Background: an optimization exercise with open tools, aiming at small area and a short achievable clock period. Do not read the settings as production practice.
In this exercise RTL edits were held to simulation tests only and were not proved equivalent to the original.
Power and IR drop assume default switching activity.

## config.mk

```make
export PLATFORM = sky130hd
export DESIGN_NAME = PE_array
export DESIGN_NICKNAME = PE_array
export VERILOG_FILES = /design/flow/design.v
export SDC_FILE = /design/flow/constraint.sdc
export NUM_CORES = 4
export LEC_CHECK = 0
export CAP_MARGIN = 20
export CORE_MARGIN = 2
export CORE_UTILIZATION = 40
export PLACE_DENSITY = 0.6
export SETUP_SLACK_MARGIN = 2.2
export SLEW_MARGIN = 20
export SYNTH_HIERARCHICAL = 1
export SYNTH_MINIMUM_KEEP_SIZE = 0
```

## constraint.sdc

```tcl
create_clock -name core_clock -period 6.5 [get_ports {clk}]
set_input_delay 1.3000 -clock core_clock [delete_from_list [all_inputs] [get_ports {clk}]]
set_output_delay 1.3000 -clock core_clock [all_outputs]
set_load 0.01 [all_outputs]
```

## design.v

```verilog
module PE (
	input              clk          ,
	input              rst_n        ,
	input              reset_pe     ,
	input              write_out_en ,
	input      [15:0]  top_in       ,
	input      [15:0]  left_in      ,
	input      [15:0]  mac_in       ,
	output reg [15:0]  bottom_out   ,
	output reg [15:0]  right_out    ,
	output reg [15:0]  mac_out
);
	wire [15:0] pp0 = {16{left_in[0]}} & top_in[15:0];
	wire [14:0] pp1 = {15{left_in[1]}} & top_in[14:0];
	wire [13:0] pp2 = {14{left_in[2]}} & top_in[13:0];
	wire [12:0] pp3 = {13{left_in[3]}} & top_in[12:0];
	wire [11:0] pp4 = {12{left_in[4]}} & top_in[11:0];
	wire [10:0] pp5 = {11{left_in[5]}} & top_in[10:0];
	wire [9:0] pp6 = {10{left_in[6]}} & top_in[9:0];
	wire [8:0] pp7 = {9{left_in[7]}} & top_in[8:0];
	wire [7:0] pp8 = {8{left_in[8]}} & top_in[7:0];
	wire [6:0] pp9 = {7{left_in[9]}} & top_in[6:0];
	wire [5:0] pp10 = {6{left_in[10]}} & top_in[5:0];
	wire [4:0] pp11 = {5{left_in[11]}} & top_in[4:0];
	wire [3:0] pp12 = {4{left_in[12]}} & top_in[3:0];
	wire [2:0] pp13 = {3{left_in[13]}} & top_in[2:0];
	wire [1:0] pp14 = {2{left_in[14]}} & top_in[1:0];
	wire [0:0] pp15 = {1{left_in[15]}} & top_in[0:0];
	reg  [15:0] accs ;
	reg  [15:10] accc ;
	wire n0, n1;
	HA u_n0 (.a(accs[0]), .b(pp0[0]), .s(n0), .co(n1));
	wire n2, n3;
	FA u_n2 (.a(accs[1]), .b(pp0[1]), .c(pp1[0]), .s(n2), .co(n3));
	wire n4, n5;
	HA u_n4 (.a(n1), .b(n2), .s(n4), .co(n5));
	wire n6, n7;
	FA u_n6 (.a(accs[2]), .b(pp0[2]), .c(pp1[1]), .s(n6), .co(n7));
	wire n8, n9;
	FA u_n8 (.a(pp2[0]), .b(n3), .c(n6), .s(n8), .co(n9));
	wire n10, n11;
	HA u_n10 (.a(n5), .b(n8), .s(n10), .co(n11));
	wire n12, n13;
	FA u_n12 (.a(accs[3]), .b(pp0[3]), .c(pp1[2]), .s(n12), .co(n13));
	wire n14, n15;
	FA u_n14 (.a(pp2[1]), .b(pp3[0]), .c(n7), .s(n14), .co(n15));
	wire n16, n17;
	FA u_n16 (.a(n12), .b(n14), .c(n9), .s(n16), .co(n17));
	wire n18, n19;
	HA u_n18 (.a(n11), .b(n16), .s(n18), .co(n19));
	wire n20, n21;
	FA u_n20 (.a(accs[4]), .b(pp0[4]), .c(pp1[3]), .s(n20), .co(n21));
	wire n22, n23;
	FA u_n22 (.a(pp2[2]), .b(pp3[1]), .c(pp4[0]), .s(n22), .co(n23));
	wire n24, n25;
	FA u_n24 (.a(n13), .b(n20), .c(n22), .s(n24), .co(n25));
	wire n26, n27;
	FA u_n26 (.a(n15), .b(n24), .c(n17), .s(n26), .co(n27));
	wire n28, n29;
	HA u_n28 (.a(n19), .b(n26), .s(n28), .co(n29));
	wire n30, n31;
	FA u_n30 (.a(accs[5]), .b(pp0[5]), .c(pp1[4]), .s(n30), .co(n31));
	wire n32, n33;
	FA u_n32 (.a(pp2[3]), .b(pp3[2]), .c(pp4[1]), .s(n32), .co(n33));
	wire n34, n35;
	FA u_n34 (.a(pp5[0]), .b(n21), .c(n23), .s(n34), .co(n35));
	wire n36, n37;
	FA u_n36 (.a(n30), .b(n32), .c(n25), .s(n36), .co(n37));
	wire n38, n39;
	FA u_n38 (.a(n34), .b(n36), .c(n27), .s(n38), .co(n39));
	wire n40, n41;
	FA u_n40 (.a(accs[6]), .b(pp0[6]), .c(pp1[5]), .s(n40), .co(n41));
	wire n42, n43;
	FA u_n42 (.a(pp2[4]), .b(pp3[3]), .c(pp4[2]), .s(n42), .co(n43));
	wire n44, n45;
	FA u_n44 (.a(pp5[1]), .b(pp6[0]), .c(n31), .s(n44), .co(n45));
	wire n46, n47;
	FA u_n46 (.a(n33), .b(n40), .c(n42), .s(n46), .co(n47));
	wire n48, n49;
	FA u_n48 (.a(n35), .b(n44), .c(n46), .s(n48), .co(n49));
	wire n50, n51;
	HA u_n50 (.a(n37), .b(n48), .s(n50), .co(n51));
	wire n52, n53;
	FA u_n52 (.a(accs[7]), .b(pp0[7]), .c(pp1[6]), .s(n52), .co(n53));
	wire n54, n55;
	FA u_n54 (.a(pp2[5]), .b(pp3[4]), .c(pp4[3]), .s(n54), .co(n55));
	wire n56, n57;
	FA u_n56 (.a(pp5[2]), .b(pp6[1]), .c(pp7[0]), .s(n56), .co(n57));
	wire n58, n59;
	FA u_n58 (.a(n41), .b(n43), .c(n52), .s(n58), .co(n59));
	wire n60, n61;
	FA u_n60 (.a(n54), .b(n56), .c(n45), .s(n60), .co(n61));
	wire n62, n63;
	FA u_n62 (.a(n47), .b(n58), .c(n60), .s(n62), .co(n63));
	wire n64, n65;
	HA u_n64 (.a(n49), .b(n51), .s(n64), .co(n65));
	wire n66, n67;
	FA u_n66 (.a(accs[8]), .b(pp0[8]), .c(pp1[7]), .s(n66), .co(n67));
	wire n68, n69;
	FA u_n68 (.a(pp2[6]), .b(pp3[5]), .c(pp4[4]), .s(n68), .co(n69));
	wire n70, n71;
	FA u_n70 (.a(pp5[3]), .b(pp6[2]), .c(pp7[1]), .s(n70), .co(n71));
	wire n72, n73;
	FA u_n72 (.a(pp8[0]), .b(n53), .c(n55), .s(n72), .co(n73));
	wire n74, n75;
	FA u_n74 (.a(n57), .b(n66), .c(n68), .s(n74), .co(n75));
	wire n76, n77;
	FA u_n76 (.a(n70), .b(n59), .c(n72), .s(n76), .co(n77));
	wire n78, n79;
	FA u_n78 (.a(n74), .b(n61), .c(n76), .s(n78), .co(n79));
	wire n80, n81;
	HA u_n80 (.a(n63), .b(n78), .s(n80), .co(n81));
	wire n82, n83;
	FA u_n82 (.a(accs[9]), .b(pp0[9]), .c(pp1[8]), .s(n82), .co(n83));
	wire n84, n85;
	FA u_n84 (.a(pp2[7]), .b(pp3[6]), .c(pp4[5]), .s(n84), .co(n85));
	wire n86, n87;
	FA u_n86 (.a(pp5[4]), .b(pp6[3]), .c(pp7[2]), .s(n86), .co(n87));
	wire n88, n89;
	FA u_n88 (.a(pp8[1]), .b(pp9[0]), .c(n67), .s(n88), .co(n89));
	wire n90, n91;
	FA u_n90 (.a(n69), .b(n71), .c(n82), .s(n90), .co(n91));
	wire n92, n93;
	FA u_n92 (.a(n84), .b(n86), .c(n73), .s(n92), .co(n93));
	wire n94, n95;
	FA u_n94 (.a(n75), .b(n88), .c(n90), .s(n94), .co(n95));
	wire n96, n97;
	FA u_n96 (.a(n77), .b(n92), .c(n94), .s(n96), .co(n97));
	wire n98, n99;
	HA u_n98 (.a(n79), .b(n96), .s(n98), .co(n99));
	wire n100, n101;
	FA u_n100 (.a(accc[10]), .b(accs[10]), .c(pp0[10]), .s(n100), .co(n101));
	wire n102, n103;
	FA u_n102 (.a(pp10[0]), .b(pp1[9]), .c(pp2[8]), .s(n102), .co(n103));
	wire n104, n105;
	FA u_n104 (.a(pp3[7]), .b(pp4[6]), .c(pp5[5]), .s(n104), .co(n105));
	wire n106, n107;
	FA u_n106 (.a(pp6[4]), .b(pp7[3]), .c(pp8[2]), .s(n106), .co(n107));
	wire n108, n109;
	FA u_n108 (.a(pp9[1]), .b(n83), .c(n85), .s(n108), .co(n109));
	wire n110, n111;
	FA u_n110 (.a(n87), .b(n100), .c(n102), .s(n110), .co(n111));
	wire n112, n113;
	FA u_n112 (.a(n104), .b(n106), .c(n89), .s(n112), .co(n113));
	wire n114, n115;
	FA u_n114 (.a(n108), .b(n91), .c(n110), .s(n114), .co(n115));
	wire n116, n117;
	FA u_n116 (.a(n93), .b(n112), .c(n95), .s(n116), .co(n117));
	wire n118, n119;
	FA u_n118 (.a(n114), .b(n116), .c(n97), .s(n118), .co(n119));
	wire n120, n121;
	HA u_n120 (.a(n99), .b(n118), .s(n120), .co(n121));
	wire n122, n123;
	FA u_n122 (.a(accc[11]), .b(accs[11]), .c(pp0[11]), .s(n122), .co(n123));
	wire n124, n125;
	FA u_n124 (.a(pp10[1]), .b(pp11[0]), .c(pp1[10]), .s(n124), .co(n125));
	wire n126, n127;
	FA u_n126 (.a(pp2[9]), .b(pp3[8]), .c(pp4[7]), .s(n126), .co(n127));
	wire n128, n129;
	FA u_n128 (.a(pp5[6]), .b(pp6[5]), .c(pp7[4]), .s(n128), .co(n129));
	wire n130, n131;
	FA u_n130 (.a(pp8[3]), .b(pp9[2]), .c(n101), .s(n130), .co(n131));
	wire n132, n133;
	FA u_n132 (.a(n103), .b(n105), .c(n107), .s(n132), .co(n133));
	wire n134, n135;
	FA u_n134 (.a(n122), .b(n124), .c(n126), .s(n134), .co(n135));
	wire n136, n137;
	FA u_n136 (.a(n128), .b(n109), .c(n111), .s(n136), .co(n137));
	wire n138, n139;
	FA u_n138 (.a(n130), .b(n132), .c(n134), .s(n138), .co(n139));
	wire n140, n141;
	FA u_n140 (.a(n113), .b(n115), .c(n136), .s(n140), .co(n141));
	wire n142, n143;
	FA u_n142 (.a(n138), .b(n117), .c(n140), .s(n142), .co(n143));
	wire n144, n145;
	HA u_n144 (.a(n119), .b(n142), .s(n144), .co(n145));
	wire n146, n147;
	FA u_n146 (.a(accc[12]), .b(accs[12]), .c(pp0[12]), .s(n146), .co(n147));
	wire n148, n149;
	FA u_n148 (.a(pp10[2]), .b(pp11[1]), .c(pp12[0]), .s(n148), .co(n149));
	wire n150, n151;
	FA u_n150 (.a(pp1[11]), .b(pp2[10]), .c(pp3[9]), .s(n150), .co(n151));
	wire n152, n153;
	FA u_n152 (.a(pp4[8]), .b(pp5[7]), .c(pp6[6]), .s(n152), .co(n153));
	wire n154, n155;
	FA u_n154 (.a(pp7[5]), .b(pp8[4]), .c(pp9[3]), .s(n154), .co(n155));
	wire n156, n157;
	FA u_n156 (.a(n123), .b(n125), .c(n127), .s(n156), .co(n157));
	wire n158, n159;
	FA u_n158 (.a(n129), .b(n146), .c(n148), .s(n158), .co(n159));
	wire n160, n161;
	FA u_n160 (.a(n150), .b(n152), .c(n154), .s(n160), .co(n161));
	wire n162, n163;
	FA u_n162 (.a(n131), .b(n133), .c(n135), .s(n162), .co(n163));
	wire n164, n165;
	FA u_n164 (.a(n156), .b(n158), .c(n160), .s(n164), .co(n165));
	wire n166, n167;
	FA u_n166 (.a(n137), .b(n139), .c(n162), .s(n166), .co(n167));
	wire n168, n169;
	FA u_n168 (.a(n164), .b(n141), .c(n166), .s(n168), .co(n169));
	wire n170, n171;
	HA u_n170 (.a(n143), .b(n168), .s(n170), .co(n171));
	wire n172, n173;
	FA u_n172 (.a(accc[13]), .b(accs[13]), .c(pp0[13]), .s(n172), .co(n173));
	wire n174, n175;
	FA u_n174 (.a(pp10[3]), .b(pp11[2]), .c(pp12[1]), .s(n174), .co(n175));
	wire n176, n177;
	FA u_n176 (.a(pp13[0]), .b(pp1[12]), .c(pp2[11]), .s(n176), .co(n177));
	wire n178, n179;
	FA u_n178 (.a(pp3[10]), .b(pp4[9]), .c(pp5[8]), .s(n178), .co(n179));
	wire n180, n181;
	FA u_n180 (.a(pp6[7]), .b(pp7[6]), .c(pp8[5]), .s(n180), .co(n181));
	wire n182, n183;
	FA u_n182 (.a(pp9[4]), .b(n147), .c(n149), .s(n182), .co(n183));
	wire n184, n185;
	FA u_n184 (.a(n151), .b(n153), .c(n155), .s(n184), .co(n185));
	wire n186, n187;
	FA u_n186 (.a(n172), .b(n174), .c(n176), .s(n186), .co(n187));
	wire n188, n189;
	FA u_n188 (.a(n178), .b(n180), .c(n157), .s(n188), .co(n189));
	wire n190, n191;
	FA u_n190 (.a(n159), .b(n161), .c(n182), .s(n190), .co(n191));
	wire n192, n193;
	FA u_n192 (.a(n184), .b(n186), .c(n163), .s(n192), .co(n193));
	wire n194, n195;
	FA u_n194 (.a(n188), .b(n165), .c(n190), .s(n194), .co(n195));
	wire n196, n197;
	FA u_n196 (.a(n167), .b(n192), .c(n194), .s(n196), .co(n197));
	wire n198, n199;
	HA u_n198 (.a(n169), .b(n196), .s(n198), .co(n199));
	wire n200, n201;
	FA u_n200 (.a(accc[14]), .b(accs[14]), .c(pp0[14]), .s(n200), .co(n201));
	wire n202, n203;
	FA u_n202 (.a(pp10[4]), .b(pp11[3]), .c(pp12[2]), .s(n202), .co(n203));
	wire n204, n205;
	FA u_n204 (.a(pp13[1]), .b(pp14[0]), .c(pp1[13]), .s(n204), .co(n205));
	wire n206, n207;
	FA u_n206 (.a(pp2[12]), .b(pp3[11]), .c(pp4[10]), .s(n206), .co(n207));
	wire n208, n209;
	FA u_n208 (.a(pp5[9]), .b(pp6[8]), .c(pp7[7]), .s(n208), .co(n209));
	wire n210, n211;
	FA u_n210 (.a(pp8[6]), .b(pp9[5]), .c(n173), .s(n210), .co(n211));
	wire n212, n213;
	FA u_n212 (.a(n175), .b(n177), .c(n179), .s(n212), .co(n213));
	wire n214, n215;
	FA u_n214 (.a(n181), .b(n200), .c(n202), .s(n214), .co(n215));
	wire n216, n217;
	FA u_n216 (.a(n204), .b(n206), .c(n208), .s(n216), .co(n217));
	wire n218, n219;
	FA u_n218 (.a(n183), .b(n185), .c(n187), .s(n218), .co(n219));
	wire n220, n221;
	FA u_n220 (.a(n210), .b(n212), .c(n214), .s(n220), .co(n221));
	wire n222, n223;
	FA u_n222 (.a(n216), .b(n189), .c(n191), .s(n222), .co(n223));
	wire n224, n225;
	FA u_n224 (.a(n218), .b(n220), .c(n193), .s(n224), .co(n225));
	wire n226, n227;
	FA u_n226 (.a(n195), .b(n222), .c(n224), .s(n226), .co(n227));
	wire n228, n229;
	HA u_n228 (.a(n197), .b(n199), .s(n228), .co(n229));
	wire n230;
	X2 u_n230 (.a(accc[15]), .b(accs[15]), .y(n230));
	wire n231;
	X2 u_n231 (.a(n230), .b(pp0[15]), .y(n231));
	wire n232;
	X2 u_n232 (.a(pp10[5]), .b(pp11[4]), .y(n232));
	wire n233;
	X2 u_n233 (.a(pp12[3]), .b(pp13[2]), .y(n233));
	wire n234;
	X2 u_n234 (.a(pp14[1]), .b(pp15[0]), .y(n234));
	wire n235;
	X2 u_n235 (.a(pp1[14]), .b(pp2[13]), .y(n235));
	wire n236;
	X2 u_n236 (.a(pp3[12]), .b(pp4[11]), .y(n236));
	wire n237;
	X2 u_n237 (.a(pp5[10]), .b(pp6[9]), .y(n237));
	wire n238;
	X2 u_n238 (.a(pp7[8]), .b(pp8[7]), .y(n238));
	wire n239;
	X2 u_n239 (.a(pp9[6]), .b(n231), .y(n239));
	wire n240;
	X2 u_n240 (.a(n232), .b(n233), .y(n240));
	wire n241;
	X2 u_n241 (.a(n234), .b(n235), .y(n241));
	wire n242;
	X2 u_n242 (.a(n236), .b(n237), .y(n242));
	wire n243;
	X2 u_n243 (.a(n238), .b(n239), .y(n243));
	wire n244;
	X2 u_n244 (.a(n240), .b(n241), .y(n244));
	wire n245;
	X2 u_n245 (.a(n242), .b(n201), .y(n245));
	wire n246;
	X2 u_n246 (.a(n203), .b(n205), .y(n246));
	wire n247;
	X2 u_n247 (.a(n207), .b(n209), .y(n247));
	wire n248;
	X2 u_n248 (.a(n243), .b(n244), .y(n248));
	wire n249;
	X2 u_n249 (.a(n245), .b(n246), .y(n249));
	wire n250;
	X2 u_n250 (.a(n247), .b(n248), .y(n250));
	wire n251;
	X2 u_n251 (.a(n249), .b(n211), .y(n251));
	wire n252;
	X2 u_n252 (.a(n213), .b(n215), .y(n252));
	wire n253;
	X2 u_n253 (.a(n217), .b(n250), .y(n253));
	wire n254;
	X2 u_n254 (.a(n251), .b(n252), .y(n254));
	wire n255;
	X2 u_n255 (.a(n253), .b(n254), .y(n255));
	wire n256;
	X2 u_n256 (.a(n219), .b(n221), .y(n256));
	wire n257;
	X2 u_n257 (.a(n255), .b(n256), .y(n257));
	wire n258;
	X2 u_n258 (.a(n223), .b(n257), .y(n258));
	wire n259;
	X2 u_n259 (.a(n258), .b(n225), .y(n259));
	wire n260;
	X2 u_n260 (.a(n259), .b(n227), .y(n260));
	wire [15:0] ra = {n229, n226, n171, n145, n121, n120, n81, n65, n62, n50, n29, n28, n18, n10, n4, n0};
	wire [15:0] rb = {n260, n228, n198, n170, n144, 1'b0, n98, n80, n64, n39, n38, 1'b0, 1'b0, 1'b0, 1'b0, 1'b0};
	wire [5:0] blk = ra[9:5] + rb[9:5];
	wire [15:0] nxs = {ra[15:10], blk[4:0], ra[4:0]};
	wire [15:10] nxc = {rb[15:11], blk[5]};
	wire [15:0] acc = {accs[15:10] + accc[15:10], accs[9:0]} ;
	always @(posedge clk or negedge rst_n) begin
		if (!rst_n) begin
			accs       <= 16'd0 ;
			accc       <= 6'd0 ;
			bottom_out <= 16'd0 ;
			right_out  <= 16'd0 ;
			mac_out    <= 16'd0 ;
		end
		else begin
			accs       <= reset_pe ? 16'd0 : nxs ;
			accc       <= reset_pe ? 6'd0 : nxc ;
			bottom_out <= top_in ;
			right_out  <= left_in ;
			mac_out    <= write_out_en ? mac_in : acc ;
		end
	end
endmodule
module FA (input a, input b, input c, output s, output co);
	assign s  = a ^ b ^ c ;
	assign co = (a & b) | (a & c) | (b & c) ;
endmodule
module BS (input a1, input a0, input one, input two, input neg, output y);
	assign y = ((one & a1) | (two & a0)) ^ neg ;
endmodule
module X2 (input a, input b, output y);
	assign y = a ^ b ;
endmodule
module XN2 (input a, input b, output y);
	assign y = ~(a ^ b) ;
endmodule
module HA (input a, input b, output s, output co);
	assign s  = a ^ b ;
	assign co = a & b ;
endmodule
module PE_array #(
    parameter DATA_WIDTH    = 16 ,
    parameter SYSTOLIC_SIZE = 4
) (
    input                                       clk          ,
    input                                       rst_n        ,
    input                                       reset_pe     ,
    input                                       write_out_en ,
    input  [SYSTOLIC_SIZE * DATA_WIDTH - 1 : 0] wgt_in       ,
    input  [SYSTOLIC_SIZE * DATA_WIDTH - 1 : 0] ifm_in       ,
    output [SYSTOLIC_SIZE * DATA_WIDTH - 1 : 0] ofm_out
);
    wire [15:0] dn  [0:3][0:3] ;
    wire [15:0] rt  [0:3][0:3] ;
    wire [15:0] mo  [0:3][0:3] ;
    PE pe_0_0 (
        .clk (clk), .rst_n (rst_n), .reset_pe (reset_pe), .write_out_en (write_out_en),
        .top_in (wgt_in[15:0]), .left_in (ifm_in[15:0]), .mac_in (mo[0][1]),
        .bottom_out (dn[0][0]), .right_out (rt[0][0]), .mac_out (mo[0][0])
    );
    PE pe_0_1 (
        .clk (clk), .rst_n (rst_n), .reset_pe (reset_pe), .write_out_en (write_out_en),
        .top_in (wgt_in[31:16]), .left_in (rt[0][0]), .mac_in (mo[0][2]),
        .bottom_out (dn[0][1]), .right_out (rt[0][1]), .mac_out (mo[0][1])
    );
    PE pe_0_2 (
        .clk (clk), .rst_n (rst_n), .reset_pe (reset_pe), .write_out_en (write_out_en),
        .top_in (wgt_in[47:32]), .left_in (rt[0][1]), .mac_in (mo[0][3]),
        .bottom_out (dn[0][2]), .right_out (rt[0][2]), .mac_out (mo[0][2])
    );
    PE pe_0_3 (
        .clk (clk), .rst_n (rst_n), .reset_pe (reset_pe), .write_out_en (write_out_en),
        .top_in (wgt_in[63:48]), .left_in (rt[0][2]), .mac_in (16'd0),
        .bottom_out (dn[0][3]), .right_out (rt[0][3]), .mac_out (mo[0][3])
    );
    PE pe_1_0 (
        .clk (clk), .rst_n (rst_n), .reset_pe (reset_pe), .write_out_en (write_out_en),
        .top_in (dn[0][0]), .left_in (ifm_in[31:16]), .mac_in (mo[1][1]),
        .bottom_out (dn[1][0]), .right_out (rt[1][0]), .mac_out (mo[1][0])
    );
    PE pe_1_1 (
        .clk (clk), .rst_n (rst_n), .reset_pe (reset_pe), .write_out_en (write_out_en),
        .top_in (dn[0][1]), .left_in (rt[1][0]), .mac_in (mo[1][2]),
        .bottom_out (dn[1][1]), .right_out (rt[1][1]), .mac_out (mo[1][1])
    );
    PE pe_1_2 (
        .clk (clk), .rst_n (rst_n), .reset_pe (reset_pe), .write_out_en (write_out_en),
        .top_in (dn[0][2]), .left_in (rt[1][1]), .mac_in (mo[1][3]),
        .bottom_out (dn[1][2]), .right_out (rt[1][2]), .mac_out (mo[1][2])
    );
    PE pe_1_3 (
        .clk (clk), .rst_n (rst_n), .reset_pe (reset_pe), .write_out_en (write_out_en),
        .top_in (dn[0][3]), .left_in (rt[1][2]), .mac_in (16'd0),
        .bottom_out (dn[1][3]), .right_out (rt[1][3]), .mac_out (mo[1][3])
    );
    PE pe_2_0 (
        .clk (clk), .rst_n (rst_n), .reset_pe (reset_pe), .write_out_en (write_out_en),
        .top_in (dn[1][0]), .left_in (ifm_in[47:32]), .mac_in (mo[2][1]),
        .bottom_out (dn[2][0]), .right_out (rt[2][0]), .mac_out (mo[2][0])
    );
    PE pe_2_1 (
        .clk (clk), .rst_n (rst_n), .reset_pe (reset_pe), .write_out_en (write_out_en),
        .top_in (dn[1][1]), .left_in (rt[2][0]), .mac_in (mo[2][2]),
        .bottom_out (dn[2][1]), .right_out (rt[2][1]), .mac_out (mo[2][1])
    );
    PE pe_2_2 (
        .clk (clk), .rst_n (rst_n), .reset_pe (reset_pe), .write_out_en (write_out_en),
        .top_in (dn[1][2]), .left_in (rt[2][1]), .mac_in (mo[2][3]),
        .bottom_out (dn[2][2]), .right_out (rt[2][2]), .mac_out (mo[2][2])
    );
    PE pe_2_3 (
        .clk (clk), .rst_n (rst_n), .reset_pe (reset_pe), .write_out_en (write_out_en),
        .top_in (dn[1][3]), .left_in (rt[2][2]), .mac_in (16'd0),
        .bottom_out (dn[2][3]), .right_out (rt[2][3]), .mac_out (mo[2][3])
    );
    PE pe_3_0 (
        .clk (clk), .rst_n (rst_n), .reset_pe (reset_pe), .write_out_en (write_out_en),
        .top_in (dn[2][0]), .left_in (ifm_in[63:48]), .mac_in (mo[3][1]),
        .bottom_out (dn[3][0]), .right_out (rt[3][0]), .mac_out (mo[3][0])
    );
    PE pe_3_1 (
        .clk (clk), .rst_n (rst_n), .reset_pe (reset_pe), .write_out_en (write_out_en),
        .top_in (dn[2][1]), .left_in (rt[3][0]), .mac_in (mo[3][2]),
        .bottom_out (dn[3][1]), .right_out (rt[3][1]), .mac_out (mo[3][1])
    );
    PE pe_3_2 (
        .clk (clk), .rst_n (rst_n), .reset_pe (reset_pe), .write_out_en (write_out_en),
        .top_in (dn[2][2]), .left_in (rt[3][1]), .mac_in (mo[3][3]),
        .bottom_out (dn[3][2]), .right_out (rt[3][2]), .mac_out (mo[3][2])
    );
    PE pe_3_3 (
        .clk (clk), .rst_n (rst_n), .reset_pe (reset_pe), .write_out_en (write_out_en),
        .top_in (dn[2][3]), .left_in (rt[3][2]), .mac_in (16'd0),
        .bottom_out (dn[3][3]), .right_out (rt[3][3]), .mac_out (mo[3][3])
    );
    assign ofm_out[15:0] = mo[0][0] ;
    assign ofm_out[31:16] = mo[1][0] ;
    assign ofm_out[47:32] = mo[2][0] ;
    assign ofm_out[63:48] = mo[3][0] ;
endmodule
```

## run.sh

```bash
#!/bin/bash
# synth_recipe.tcl (not shown) runs the flow's synth.tcl, then flattens the netlist and writes it again
# the make line also repeats each setting of config.mk as NAME=value (left out here)
make -C /OpenROAD-flow-scripts/flow DESIGN_CONFIG=/design/flow/config.mk WORK_HOME=/design/flow/orfs CLKGATE_MAP_FILE= SYNTH_SCRIPT=/design/flow/synth_recipe.tcl finish
```

==> impl_metrics.yaml, run 1 <==
final_layout:
  final_cells: 10505
  multi_input_area_um2: 64600
  nets: 9597
  syn_to_final_growth_pct: 11.8
  nFillCells: 20267
  final_layout_size_suffix_gt1_share_pct: 12.4
  layout_common_cells: "and2_1, fa_1, dfrtp_1, xor2_1, ha_1"
  final_area_um2: 100000
  layout_commonest_cell: "and2_1"
  regArea_um2: 24900
setup_path:
  reg2reg_to: "pe_0_3.accs[9]"
  crit_required_ps: 7120
  cp_slowest_stage_delay_ps: 560
  critical_path_class: "input pin to register"
  r2r_slack_ps: 2320
  path_cells: "clkdlybuf4s50_1 -> buf_6 -> and2_4 -> fa_2 -> fa_2 -> fa_1 -> fa_1 -> fa_1 -> ha_4 -> ha_2 -> nor2b_1"
  arrival_ps: 4880
  r2r.worst_path.cells: 13
  crit_path_end_kind: "register"
  crit_top_cell: "fa_1"
  r2r-start: "pe_0_2.right_out[1]"
  cp_slowest_cell: "fa_1"
  start_kind: "input pin"
  path_max_fanout: 5
clock_tree:
  hold_buffers: 0
  path_clk_slew_ps: 70
  insertion_delay_ps: 760
  cts_buffers: 111
  cts-root-buf: "clkbuf_16"
  htree_levels: 3
  cts_buffer_depth: 3
  cts.sinks: 992
  tritoncts: "yes"
min_path:
  min_to: "pe_0_1.right_out[13]"
  hold_depth: 0
  min_from: "pe_0_0.right_out[13]"
  hp-class: "register to register"
sta:
  period_minus_slack_ps: 4270
  fin_crit_sh_pct: 65.7
  setup_viol_count_final: 0
  timing.final.ws_setup_ps: 2230
  max_freq_mhz: 234
  maxSlewHeadroom_pct: 38.3
  tns_ps: 0
  hold_violations: 0
  tightest_slew_ps: 926
  finalMaxSlewViolations: 0
  rsz0062_at_grt: "true"
  finClkSkew_ps: 42.2
floorplanning:
  io_pins: 196
  die-area_um2: 228000
  coreArea_um2: 223000
  die_h_um: 478
  initial_core_util_pct: 40.3
  num_rows: 173
  die_width_um: 478
yosys:
  syn_area_per_cell_um2: 12.5
  yosysWarningCount: 8
  synth_cells: 7201
  synth.cell_area_um2: 89800
placed_design:
  placed_cells_incl_taps: 10224
  place_ws_ps: 844
  gp_congestion: 0.871
  portBuffers: 195
  dp_hpwl_um: 178000
  dpl_cell_area_um2: 95800
routing:
  vias_per_cell: 5.05
  ant_nets: 0
  drt-initial-drc-count: 2794
  drt_pass1_iterations: 5
  vias: 53022
  routed_wl_um: 236000
  drc: 0
  avgRoutedWirePerCell_um: 22.5
grt:
  grt_pass1_wl_um: 374000
  antenna_found_initial: 13
  grt_max_degree: 146
  grtUsageTotal_pct: 21.3
  grt_pass1_vias: 61843
  gr-total-overflow: 0
power_and_ir_drop:
  p_total_uw: 42800
  irDropWorstVdd_mv: 0.291
  cellPowerDensity_nw_per_um2: 426
  p_leak_uw: 0.0461
outcome:
  outcome: "complete, no violations"
job:
  maxCapViolCount: 0
[power breakdown]
part	internal, uW	switching [uW]
registers	7810	1400
clock network	4010	2770
logic	13700	13100
[per-stage QoR]
stage | hold slack [ps] | utilization (%)
floorplan | 347 | -
global placement | 427 | 43.0
detailed placement | 411 | 43.0
CTS | 420 | 44.9
global route | 423 | 45.1
finish | 423 | 45.1
[worst max-delay path: cells and delay by family]
| kind | cells | cell delay (ps) |
|---|---|---|
| and+or+nand+nor | 2 | 280 |
| adders and majority gates | 7 | 2700 |
| buffers and inverters | 2 | 600 |
[final cells by class]
| class | count | area share (%) |
|---|---|---|
| repair buffers | 312 | 2.72 |
| clock buffers | 149 | 3.18 |
| diodes | 8 | 0.0199 |
| well taps | 2975 | 3.71 |
| clock inverters | 53 | 0.710 |
| multi-input cells | 5872 | 64.3 |
| flip-flops and latches | 992 | 24.8 |
| inverters | 144 | 0.538 |
[routing by layer]
| layer | GRT usage, % | vias up | share of wire [%] |
|---|---|---|---|
| li1 | - | 22894 | - |
| met1 | 28.4 | 28623 | 43 |
| met2 | 36.1 | 1174 | 50 |
| met3 | 3.42 | 321 | 4.6 |
| met4 | 5.31 | 10 | 2.4 |
| met5 | 0 | - | 0.019 |
[worst max path at each step]
stage	start	endpoint	slack, ps	depth (start not counted)
global route	ifm_in[33]	pe_2_0.accs[9]	2170	15
floorplan	wgt_in[3]	pe_0_0.accc[14]	1970	10
global placement	ifm_in[0]	pe_0_0.accs[9]	870	14
finish	wgt_in[60]	pe_0_3.accc[14]	2230	11
detailed placement	ifm_in[0]	pe_0_0.accs[9]	840	14
CTS	ifm_in[2]	pe_0_0.accs[9]	2170	13
[what timing repair did]
item	4_1_cts	5_1_grt
endpoints found under the setup margin	118	36
pin swaps	33	54
endpoints found under the hold margin	0	0
setup buffers	17	54
resized for setup	209	247
==> inputs of run 2 (changes only) <==
--- a/design.v
+++ b/design.v
@@ -29,3 +29,3 @@
 	reg  [15:0] accs ;
-	reg  [15:10] accc ;
+	reg  [15:9] accc ;
 	wire n0, n1;
@@ -59,71 +59,71 @@
 	wire n28, n29;
-	HA u_n28 (.a(n19), .b(n26), .s(n28), .co(n29));
+	FA u_n28 (.a(accs[5]), .b(pp0[5]), .c(pp1[4]), .s(n28), .co(n29));
 	wire n30, n31;
-	FA u_n30 (.a(accs[5]), .b(pp0[5]), .c(pp1[4]), .s(n30), .co(n31));
+	FA u_n30 (.a(pp2[3]), .b(pp3[2]), .c(pp4[1]), .s(n30), .co(n31));
 	wire n32, n33;
-	FA u_n32 (.a(pp2[3]), .b(pp3[2]), .c(pp4[1]), .s(n32), .co(n33));
+	FA u_n32 (.a(pp5[0]), .b(n21), .c(n23), .s(n32), .co(n33));
 	wire n34, n35;
-	FA u_n34 (.a(pp5[0]), .b(n21), .c(n23), .s(n34), .co(n35));
+	FA u_n34 (.a(n28), .b(n30), .c(n25), .s(n34), .co(n35));
 	wire n36, n37;
-	FA u_n36 (.a(n30), .b(n32), .c(n25), .s(n36), .co(n37));
+	HA u_n36 (.a(n32), .b(n34), .s(n36), .co(n37));
 	wire n38, n39;
-	FA u_n38 (.a(n34), .b(n36), .c(n27), .s(n38), .co(n39));
+	FA u_n38 (.a(accs[6]), .b(pp0[6]), .c(pp1[5]), .s(n38), .co(n39));
 	wire n40, n41;
-	FA u_n40 (.a(accs[6]), .b(pp0[6]), .c(pp1[5]), .s(n40), .co(n41));
+	FA u_n40 (.a(pp2[4]), .b(pp3[3]), .c(pp4[2]), .s(n40), .co(n41));
 	wire n42, n43;
-	FA u_n42 (.a(pp2[4]), .b(pp3[3]), .c(pp4[2]), .s(n42), .co(n43));
+	FA u_n42 (.a(pp5[1]), .b(pp6[0]), .c(n29), .s(n42), .co(n43));
 	wire n44, n45;
-	FA u_n44 (.a(pp5[1]), .b(pp6[0]), .c(n31), .s(n44), .co(n45));
+	FA u_n44 (.a(n31), .b(n38), .c(n40), .s(n44), .co(n45));
 	wire n46, n47;
-	FA u_n46 (.a(n33), .b(n40), .c(n42), .s(n46), .co(n47));
+	FA u_n46 (.a(n33), .b(n42), .c(n44), .s(n46), .co(n47));
 	wire n48, n49;
-	FA u_n48 (.a(n35), .b(n44), .c(n46), .s(n48), .co(n49));
+	HA u_n48 (.a(n35), .b(n46), .s(n48), .co(n49));
 	wire n50, n51;
-	HA u_n50 (.a(n37), .b(n48), .s(n50), .co(n51));
+	FA u_n50 (.a(accs[7]), .b(pp0[7]), .c(pp1[6]), .s(n50), .co(n51));
 	wire n52, n53;
-	FA u_n52 (.a(accs[7]), .b(pp0[7]), .c(pp1[6]), .s(n52), .co(n53));
+	FA u_n52 (.a(pp2[5]), .b(pp3[4]), .c(pp4[3]), .s(n52), .co(n53));
 	wire n54, n55;
-	FA u_n54 (.a(pp2[5]), .b(pp3[4]), .c(pp4[3]), .s(n54), .co(n55));
+	FA u_n54 (.a(pp5[2]), .b(pp6[1]), .c(pp7[0]), .s(n54), .co(n55));
 	wire n56, n57;
-	FA u_n56 (.a(pp5[2]), .b(pp6[1]), .c(pp7[0]), .s(n56), .co(n57));
+	FA u_n56 (.a(n39), .b(n41), .c(n50), .s(n56), .co(n57));
 	wire n58, n59;
-	FA u_n58 (.a(n41), .b(n43), .c(n52), .s(n58), .co(n59));
+	FA u_n58 (.a(n52), .b(n54), .c(n43), .s(n58), .co(n59));
 	wire n60, n61;
-	FA u_n60 (.a(n54), .b(n56), .c(n45), .s(n60), .co(n61));
+	FA u_n60 (.a(n45), .b(n56), .c(n58), .s(n60), .co(n61));
 	wire n62, n63;
-	FA u_n62 (.a(n47), .b(n58), .c(n60), .s(n62), .co(n63));
+	HA u_n62 (.a(n47), .b(n49), .s(n62), .co(n63));
 	wire n64, n65;
-	HA u_n64 (.a(n49), .b(n51), .s(n64), .co(n65));
+	FA u_n64 (.a(accs[8]), .b(pp0[8]), .c(pp1[7]), .s(n64), .co(n65));
 	wire n66, n67;
-	FA u_n66 (.a(accs[8]), .b(pp0[8]), .c(pp1[7]), .s(n66), .co(n67));
+	FA u_n66 (.a(pp2[6]), .b(pp3[5]), .c(pp4[4]), .s(n66), .co(n67));
 	wire n68, n69;
-	FA u_n68 (.a(pp2[6]), .b(pp3[5]), .c(pp4[4]), .s(n68), .co(n69));
+	FA u_n68 (.a(pp5[3]), .b(pp6[2]), .c(pp7[1]), .s(n68), .co(n69));
 	wire n70, n71;
-	FA u_n70 (.a(pp5[3]), .b(pp6[2]), .c(pp7[1]), .s(n70), .co(n71));
+	FA u_n70 (.a(pp8[0]), .b(n51), .c(n53), .s(n70), .co(n71));
 	wire n72, n73;
-	FA u_n72 (.a(pp8[0]), .b(n53), .c(n55), .s(n72), .co(n73));
+	FA u_n72 (.a(n55), .b(n64), .c(n66), .s(n72), .co(n73));
 	wire n74, n75;
-	FA u_n74 (.a(n57), .b(n66), .c(n68), .s(n74), .co(n75));
+	FA u_n74 (.a(n68), .b(n57), .c(n70), .s(n74), .co(n75));
 	wire n76, n77;
-	FA u_n76 (.a(n70), .b(n59), .c(n72), .s(n76), .co(n77));
+	FA u_n76 (.a(n72), .b(n59), .c(n74), .s(n76), .co(n77));
 	wire n78, n79;
-	FA u_n78 (.a(n74), .b(n61), .c(n76), .s(n78), .co(n79));
+	HA u_n78 (.a(n61), .b(n76), .s(n78), .co(n79));
 	wire n80, n81;
-	HA u_n80 (.a(n63), .b(n78), .s(n80), .co(n81));
+	FA u_n80 (.a(accc[9]), .b(accs[9]), .c(pp0[9]), .s(n80), .co(n81));
 	wire n82, n83;
-	FA u_n82 (.a(accs[9]), .b(pp0[9]), .c(pp1[8]), .s(n82), .co(n83));
+	FA u_n82 (.a(pp1[8]), .b(pp2[7]), .c(pp3[6]), .s(n82), .co(n83));
 	wire n84, n85;
-	FA u_n84 (.a(pp2[7]), .b(pp3[6]), .c(pp4[5]), .s(n84), .co(n85));
+	FA u_n84 (.a(pp4[5]), .b(pp5[4]), .c(pp6[3]), .s(n84), .co(n85));
 	wire n86, n87;
-	FA u_n86 (.a(pp5[4]), .b(pp6[3]), .c(pp7[2]), .s(n86), .co(n87));
+	FA u_n86 (.a(pp7[2]), .b(pp8[1]), .c(pp9[0]), .s(n86), .co(n87));
 	wire n88, n89;
-	FA u_n88 (.a(pp8[1]), .b(pp9[0]), .c(n67), .s(n88), .co(n89));
+	FA u_n88 (.a(n65), .b(n67), .c(n69), .s(n88), .co(n89));
 	wire n90, n91;
-	FA u_n90 (.a(n69), .b(n71), .c(n82), .s(n90), .co(n91));
+	FA u_n90 (.a(n80), .b(n82), .c(n84), .s(n90), .co(n91));
 	wire n92, n93;
-	FA u_n92 (.a(n84), .b(n86), .c(n73), .s(n92), .co(n93));
+	FA u_n92 (.a(n86), .b(n71), .c(n73), .s(n92), .co(n93));
 	wire n94, n95;
-	FA u_n94 (.a(n75), .b(n88), .c(n90), .s(n94), .co(n95));
+	FA u_n94 (.a(n88), .b(n90), .c(n75), .s(n94), .co(n95));
 	wire n96, n97;
-	FA u_n96 (.a(n77), .b(n92), .c(n94), .s(n96), .co(n97));
+	FAX u_n96 (.a(n92), .b(n77), .c(n94), .s(n96), .co(n97));
 	wire n98, n99;
@@ -139,15 +139,15 @@
 	wire n108, n109;
-	FA u_n108 (.a(pp9[1]), .b(n83), .c(n85), .s(n108), .co(n109));
+	FA u_n108 (.a(pp9[1]), .b(n81), .c(n83), .s(n108), .co(n109));
 	wire n110, n111;
-	FA u_n110 (.a(n87), .b(n100), .c(n102), .s(n110), .co(n111));
+	FA u_n110 (.a(n85), .b(n87), .c(n100), .s(n110), .co(n111));
 	wire n112, n113;
-	FA u_n112 (.a(n104), .b(n106), .c(n89), .s(n112), .co(n113));
+	FA u_n112 (.a(n102), .b(n104), .c(n106), .s(n112), .co(n113));
 	wire n114, n115;
-	FA u_n114 (.a(n108), .b(n91), .c(n110), .s(n114), .co(n115));
+	FA u_n114 (.a(n89), .b(n108), .c(n91), .s(n114), .co(n115));
 	wire n116, n117;
-	FA u_n116 (.a(n93), .b(n112), .c(n95), .s(n116), .co(n117));
+	FA u_n116 (.a(n110), .b(n112), .c(n93), .s(n116), .co(n117));
 	wire n118, n119;
-	FA u_n118 (.a(n114), .b(n116), .c(n97), .s(n118), .co(n119));
+	FAX u_n118 (.a(n114), .b(n95), .c(n116), .s(n118), .co(n119));
 	wire n120, n121;
-	HA u_n120 (.a(n99), .b(n118), .s(n120), .co(n121));
+	HA u_n120 (.a(n118), .b(n97), .s(n120), .co(n121));
 	wire n122, n123;
@@ -169,9 +169,9 @@
 	wire n138, n139;
-	FA u_n138 (.a(n130), .b(n132), .c(n134), .s(n138), .co(n139));
+	FA u_n138 (.a(n113), .b(n130), .c(n132), .s(n138), .co(n139));
 	wire n140, n141;
-	FA u_n140 (.a(n113), .b(n115), .c(n136), .s(n140), .co(n141));
+	FA u_n140 (.a(n134), .b(n115), .c(n136), .s(n140), .co(n141));
 	wire n142, n143;
-	FA u_n142 (.a(n138), .b(n117), .c(n140), .s(n142), .co(n143));
+	FAX u_n142 (.a(n138), .b(n117), .c(n140), .s(n142), .co(n143));
 	wire n144, n145;
-	HA u_n144 (.a(n119), .b(n142), .s(n144), .co(n145));
+	HA u_n144 (.a(n142), .b(n119), .s(n144), .co(n145));
 	wire n146, n147;
@@ -199,5 +199,5 @@
 	wire n168, n169;
-	FA u_n168 (.a(n164), .b(n141), .c(n166), .s(n168), .co(n169));
+	FAX u_n168 (.a(n164), .b(n141), .c(n166), .s(n168), .co(n169));
 	wire n170, n171;
-	HA u_n170 (.a(n143), .b(n168), .s(n170), .co(n171));
+	HA u_n170 (.a(n168), .b(n143), .s(n170), .co(n171));
 	wire n172, n173;
@@ -227,5 +227,5 @@
 	wire n196, n197;
-	FA u_n196 (.a(n167), .b(n192), .c(n194), .s(n196), .co(n197));
+	FAX u_n196 (.a(n167), .b(n192), .c(n194), .s(n196), .co(n197));
 	wire n198, n199;
-	HA u_n198 (.a(n169), .b(n196), .s(n198), .co(n199));
+	HA u_n198 (.a(n196), .b(n169), .s(n198), .co(n199));
 	wire n200, n201;
@@ -255,7 +255,7 @@
 	wire n224, n225;
-	FA u_n224 (.a(n218), .b(n220), .c(n193), .s(n224), .co(n225));
+	FAX u_n224 (.a(n218), .b(n220), .c(n193), .s(n224), .co(n225));
 	wire n226, n227;
-	FA u_n226 (.a(n195), .b(n222), .c(n224), .s(n226), .co(n227));
+	FAX u_n226 (.a(n195), .b(n222), .c(n224), .s(n226), .co(n227));
 	wire n228, n229;
-	HA u_n228 (.a(n197), .b(n199), .s(n228), .co(n229));
+	HA u_n228 (.a(n197), .b(n226), .s(n228), .co(n229));
 	wire n230;
@@ -322,8 +322,8 @@
 	X2 u_n260 (.a(n259), .b(n227), .y(n260));
-	wire [15:0] ra = {n229, n226, n171, n145, n121, n120, n81, n65, n62, n50, n29, n28, n18, n10, n4, n0};
-	wire [15:0] rb = {n260, n228, n198, n170, n144, 1'b0, n98, n80, n64, n39, n38, 1'b0, 1'b0, 1'b0, 1'b0, 1'b0};
-	wire [5:0] blk = ra[9:5] + rb[9:5];
-	wire [15:0] nxs = {ra[15:10], blk[4:0], ra[4:0]};
-	wire [15:10] nxc = {rb[15:11], blk[5]};
-	wire [15:0] acc = {accs[15:10] + accc[15:10], accs[9:0]} ;
+	wire [15:0] ra = {n229, n199, n171, n145, n121, n99, n98, n63, n60, n37, n36, n19, n18, n10, n4, n0};
+	wire [15:0] rb = {n260, n228, n198, n170, n144, n120, 1'b0, n78, n62, n48, n27, n26, 1'b0, 1'b0, 1'b0, 1'b0};
+	wire [5:0] blk = ra[8:4] + rb[8:4];
+	wire [15:0] nxs = {ra[15:9], blk[4:0], ra[3:0]};
+	wire [15:9] nxc = {rb[15:10], blk[5]};
+	wire [15:0] acc = {accs[15:9] + accc[15:9], accs[8:0]} ;
 	always @(posedge clk or negedge rst_n) begin
@@ -331,3 +331,3 @@
 			accs       <= 16'd0 ;
-			accc       <= 6'd0 ;
+			accc       <= 7'd0 ;
 			bottom_out <= 16'd0 ;
@@ -338,3 +338,3 @@
 			accs       <= reset_pe ? 16'd0 : nxs ;
-			accc       <= reset_pe ? 6'd0 : nxc ;
+			accc       <= reset_pe ? 7'd0 : nxc ;
 			bottom_out <= top_in ;
@@ -352,2 +352,11 @@
 endmodule
+module FAX (input a, input b, input c, output s, output co);
+	wire ab ;
+	X2 u_x0 (.a(a), .b(b), .y(ab));
+	X2 u_x1 (.a(ab), .b(c), .y(s));
+	MJ u_mj (.a(a), .b(b), .c(c), .y(co));
+endmodule
+module MJ (input a, input b, input c, output y);
+	assign y = (a & b) | (a & c) | (b & c) ;
+endmodule
 module X2 (input a, input b, output y);
--- a/config.mk
+++ b/config.mk
@@ -11,3 +11,3 @@
 export PLACE_DENSITY = 0.6
-export SETUP_SLACK_MARGIN = 2.2
+export SETUP_SLACK_MARGIN = 2.8
 export SLEW_MARGIN = 20
==> impl_metrics.yaml, run 2 <==
outcome:
  outcome: "complete, no violations"
floorplanning:
  die_h_um: 483
  io_pins: 196
  num_rows: 175
  die-area_um2: 233000
  coreArea_um2: 228000
  initial_core_util_pct: 40.3
  die_width_um: 483
final_layout:
  layout_commonest_cell: "and2_1"
  syn_to_final_growth_pct: 15.8
  layout_common_cells: "and2_1, fa_1, dfrtp_1, xor2_1, fa_2"
  final_area_um2: 106000
  final_layout_size_suffix_gt1_share_pct: 23.3
  nets: 9953
clock_tree:
  cts_buffers: 113
  cts_buffer_depth: 3
  tritoncts: "yes"
  path_clk_slew_ps: 60
  htree_levels: 3
  cts.sinks: 1008
  insertion_delay_ps: 780
  hold_buffers: 0
  cts-root-buf: "clkbuf_16"
setup_path:
  critical_path_class: "input pin to register"
  cp-endpoint: "pe_2_0.accs[8]"
  arrival_ps: 4390
  crit_path_end_kind: "register"
  start_kind: "input pin"
  path_max_fanout: 5
  r2r_slack_ps: 2770
  setup.worst_path.start: "ifm_in[32]"
  r2r.worst_path.cells: 14
  reg2reg_to: "pe_0_2.accs[8]"
  r2r-start: "pe_0_1.right_out[0]"
  crit_required_ps: 7130
sta:
  hold_violations: 0
  finClkSkew_ps: 28.0
  timing.final.ws_setup_ps: 2740
  setup_viol_count_final: 0
  tns_ps: 0
  period_minus_slack_ps: 3760
  maxSlewHeadroom_pct: 31.7
  finalMaxSlewViolations: 0
  max_freq_mhz: 266
  fin_crit_sh_pct: 57.8
  rsz0062_at_grt: "true"
  tightest_slew_ps: 1020
routing:
  routed_wl_um: 251000
  drt-initial-drc-count: 2847
  drt_pass1_iterations: 5
  vias_per_cell: 5.12
  avgRoutedWirePerCell_um: 22.8
  vias: 56274
  drc: 0
  ant_nets: 0
placed_design:
  dp_hpwl_um: 182000
  portBuffers: 195
  gp_congestion: 0.856
  dpl_cell_area_um2: 98300
  place_ws_ps: 1100
grt:
  grtUsageTotal_pct: 21.7
  grt_max_degree: 159
  grt_pass1_wl_um: 386000
  grt_pass1_vias: 63704
  gr-total-overflow: 0
  antenna_found_initial: 21
power_and_ir_drop:
  seqPwrFrac_pct: 20.1
  irDropWorstVdd_mv: 0.310
  cellPowerDensity_nw_per_um2: 449
  p_leak_uw: 0.0479
  combPwrFrac_pct: 65.8
  internal_power_uw: 28400
  p_switching_uw: 19200
  clockPowerShare_pct: 14.2
  swShare_pct: 40.3
job:
  maxCapViolCount: 0
min_path:
  hp-class: "register to register"
yosys:
  synth.cell_area_um2: 91700
  syn_area_per_cell_um2: 12.2
  synth_cells: 7489
  yosysWarningCount: 8
## run 2: cell types whose count changed in the layout (fill, tap and decap cells not counted), sizes merged, moves of 22 or more
cell,change
buf,+241
clkbuf,-37
clkdlybuf4s50,-22
fa,-112
xor2,+224
xnor2,+32
o21a,-32
o21ai,+32
maj3,+112
a21oi,+32
inv,-48
## run 2: metal layers
| metal | global-route usage [%] | share of wire (%) |
|---|---|---|
| met1 | 29.2 | 43 |
| met2 | 36.8 | 50 |
| met3 | 3.27 | 4.7 |
| met4 | 5.18 | 2.6 |
| met5 | 0 | 0.020 |
## run 2: per-stage QoR
stage / total power (uW) / cells / util, % / hold WS (ps)
3_3_place_gp: 37900 / 10523 / 43.2 / 392
6_report: 47600 / 10990 / 46.6 / 404
2_1_floorplan: 32000 / 7552 / - / 347
3_5_place_dp: 38500 / 10523 / 43.2 / 389
5_1_grt: 52500 / 10989 / 46.6 / 404
4_1_cts: 46100 / 10852 / 45.3 / 398
## run 2: what timing repair did
| item | CTS | global route |
|---|---|---|
| endpoints found under the hold margin | 0 | 0 |
| cloned | 1 | 1 |
| setup endpoints to repair | 219 | 117 |
| pin swaps | 77 | 318 |
| resized for setup | 751 | 653 |
| setup buffers | 118 | 136 |
## run 2: final cells by class
cell class / count / area (um^2)
clock buffers: 144 / 3090
flip-flops and latches: 1008 / 25500
inverters: 96 / 360
multi-input cells: 6192 / 68300
well taps: 3009 / 3760
diodes: 1 / 2.50
repair buffers: 474 / 4390
clock inverters: 66 / 803
fillers: 20469 / 122000
## run 2: power groups by stage
stage,combinational [uW],sequential [uW],clock (uW)
final,31300,9570,6750
after global routing,35600,9760,7190
after CTS,29600,9620,6910
after detailed placement,28800,9740,0
after global placement,28100,9730,0
after floorplan,23000,8940,0
## run 2: worst min-delay path by stage
stage	start	end	slack, ps	cells after the start
2_1_floorplan	pe_0_0.right_out[15]	pe_0_1.right_out[15]	350	0
3_3_place_gp	pe_1_2.bottom_out[15]	pe_2_2.bottom_out[15]	390	0
3_5_place_dp	pe_1_2.bottom_out[15]	pe_2_2.bottom_out[15]	390	0
4_1_cts	pe_1_2.bottom_out[15]	pe_2_2.bottom_out[15]	400	0
5_1_grt	pe_1_2.bottom_out[15]	pe_2_2.bottom_out[15]	400	0
6_report	pe_1_2.bottom_out[15]	pe_2_2.bottom_out[15]	400	0
## run 2: critical path, stage by stage
cell and delay (ps):
buf_8 100, buf_8 130, and2_4 150, fa_2 330, fa_1 480, fa_2 350, fa_1 490, ha_2 190
inv_2 40, fa_2 360, nor2b_4 140, o21ai_2 80, a21oi_2 160, nor3b_2 60
==> inputs of run 3 (changes only) <==
--- a/config.mk
+++ b/config.mk
@@ -11,3 +11,3 @@
 export PLACE_DENSITY = 0.6
-export SETUP_SLACK_MARGIN = 2.8
+export SETUP_SLACK_MARGIN = 2.6
 export SLEW_MARGIN = 20
==> impl_metrics.yaml, run 3 <==
job:
  maxCapViolCount: 0
sta:
  maxSlewHeadroom_pct: 32.9
  tns_ps: 0
  fin_crit_sh_pct: 59.7
  rsz0062_at_grt: "true"
  finClkSkew_ps: 27.6
  period_minus_slack_ps: 3880
  max_freq_mhz: 258
  finalMaxSlewViolations: 0
  tightest_slew_ps: 1010
  setup_viol_count_final: 0
  hold_violations: 0
yosys:
  synth.cell_area_um2: 91700
  synth_cells: 7489
  yosysWarningCount: 8
  syn_area_per_cell_um2: 12.2
power_and_ir_drop:
  cellPowerDensity_nw_per_um2: 441
  p_leak_uw: 0.0471
  p_total_uw: 45300
  irDropWorstVdd_mv: 0.309
outcome:
  outcome: "complete, no violations"
setup_path:
  crit_path_end_kind: "register"
  cp_slowest_cell: "fa_1"
  cp_slowest_stage_delay_ps: 490
  critical_path_class: "input pin to register"
  worstPathBufferInverterCount: 2
  path_max_fanout: 15
  path_cells: "buf_2 -> and2_1 -> fa_2 -> fa_2 -> fa_2 -> fa_1 -> ha_2 -> inv_2 -> fa_2 -> nor2b_1 -> o21ai_0 -> a21oi_1 -> nor3b_1"
  crit_top_cell: "fa_2"
  crit_family: "adder cells"
  crit_required_ps: 7120
  arrival_ps: 4500
  start_kind: "input pin"
grt:
  gr-total-overflow: 0
  antenna_found_initial: 21
  grt_pass1_wl_um: 381000
  grt_max_degree: 159
  grtUsageTotal_pct: 21.4
  grt_pass1_vias: 63160
clock_tree:
  tritoncts: "yes"
  cts_buffers: 113
  cts-root-buf: "clkbuf_16"
  cts_buffer_depth: 3
  cts.sinks: 1008
  path_clk_slew_ps: 70
  insertion_delay_ps: 780
  htree_levels: 3
floorplanning:
  num_rows: 175
  die_width_um: 483
  die_h_um: 483
  coreArea_um2: 228000
  die-area_um2: 233000
  initial_core_util_pct: 40.3
  io_pins: 196
placed_design:
  portBuffers: 195
  gp_congestion: 0.856
  dp_hpwl_um: 182000
final_layout:
  final_layout_size_suffix_gt1_share_pct: 15.6
  layout_commonest_cell: "and2_1"
  syn_to_final_growth_pct: 12.0
  layout_common_cells: "and2_1, fa_1, dfrtp_1, xor2_1, ha_1"
  nets: 9772
routing:
  drc: 0
  routed_wl_um: 243000
  ant_nets: 0
  vias_per_cell: 5.10
  avgRoutedWirePerCell_um: 22.4
  drt-initial-drc-count: 2747
  vias: 55153
  drt_pass1_iterations: 6
min_path:
  hp-class: "register to register"
[run 3: final timing paths]
path / start / slack (ps) / cells past startpoint / endpoint
min: pe_1_0.right_out[15] / 410 / 0 / pe_1_1.right_out[15]
min in group asynchronous: rst_n / 540 / 1 / pe_3_3.accc[9]
min reg2reg: pe_1_0.right_out[15] / 410 / 0 / pe_1_1.right_out[15]
max in group asynchronous: rst_n / 4480 / 2 / pe_0_1.right_out[1]
max reg2reg: pe_1_0.bottom_out[1] / 2690 / 12 / pe_2_0.accs[8]
max: wgt_in[2] / 2620 / 13 / pe_0_0.accs[8]
[run 3: repair_timing]
action	CTS	global route
hold buffers	0	0
resized for setup	330	300
gates cloned	1	0
setup endpoints to repair	139	71
buffers inserted	5	69
pin swaps	3	41
[run 3: area by class of cell]
class	instances	area [um^2]
fill	20727	125000
tap	3009	3760
clock buffer	144	3090
antenna	10	25.0
multi-input combinational	6192	66900
timing repair buffer	293	2460
inverter	96	360
sequential	1008	25400
clock inverter	66	803
[run 3: metal layers]
layer  global-route usage (%)  share of wire (%)
met2                     36.2                 50
met4                     5.26                2.6
met3                     3.05                4.6
met1                     28.9                 43
met5                        0              0.027
[run 3: metrics by stage]
stage	util, %	setup WS, ps	cell area (um^2)	instances	hold WS, ps
finish	45.1	2620	103000	10818	406
global route	45.1	2440	103000	10808	404
CTS	44.9	2590	102000	10739	398
detailed placement	43.2	1100	98300	10523	389
global placement	43.2	1050	98300	10523	392
floorplan	-	2250	93700	7552	347
[run 3: power breakdown]
part	total, uW	internal [uW]	switching (uW)
combinational	29000	15100	13900
sequential	9580	8000	1590
clock	6730	3840	2880
total	45300	26900	18400

[static timing again, ports no longer ideal]
How much do the figures lean on ideal ports? The routed layouts below were timed once more, with nothing changed but the port constraints.
Step 1 (the two cells are an assumption about what drives the block):
set clk [get_ports {clk}]
set_driving_cell -lib_cell sky130_fd_sc_hd__clkbuf_16 $clk
set_driving_cell -lib_cell sky130_fd_sc_hd__buf_2 [delete_from_list [all_inputs] $clk]
Step 2 times the ports against the registers' clock, not the clock port: input delays grow and output delays shrink by t, the midpoint of the rising clock arrivals with the driver on.
Slacks: ideal ports / drivers / drivers and shift; pairs: ideal ports / drivers.
run	t, ns	setup slack, ns	hold WS [ns]	latest minus earliest clock arrival (ns)
run 1	0.822	2.233 / 2.238 / 1.416	0.423 / 0.423 / 0.423	0.046 / 0.046
run 2	0.849	2.742 / 2.726 / 1.876	0.404 / 0.404 / 0.404	0.031 / 0.031
run 3	0.851	2.617 / 2.609 / 1.757	0.406 / 0.406 / 0.406	0.031 / 0.031
After both steps every run listed still meets setup and hold. The setup slack of run 2, which loses most, moves by -0.016 ns with the drivers and by -0.866 ns with both steps.
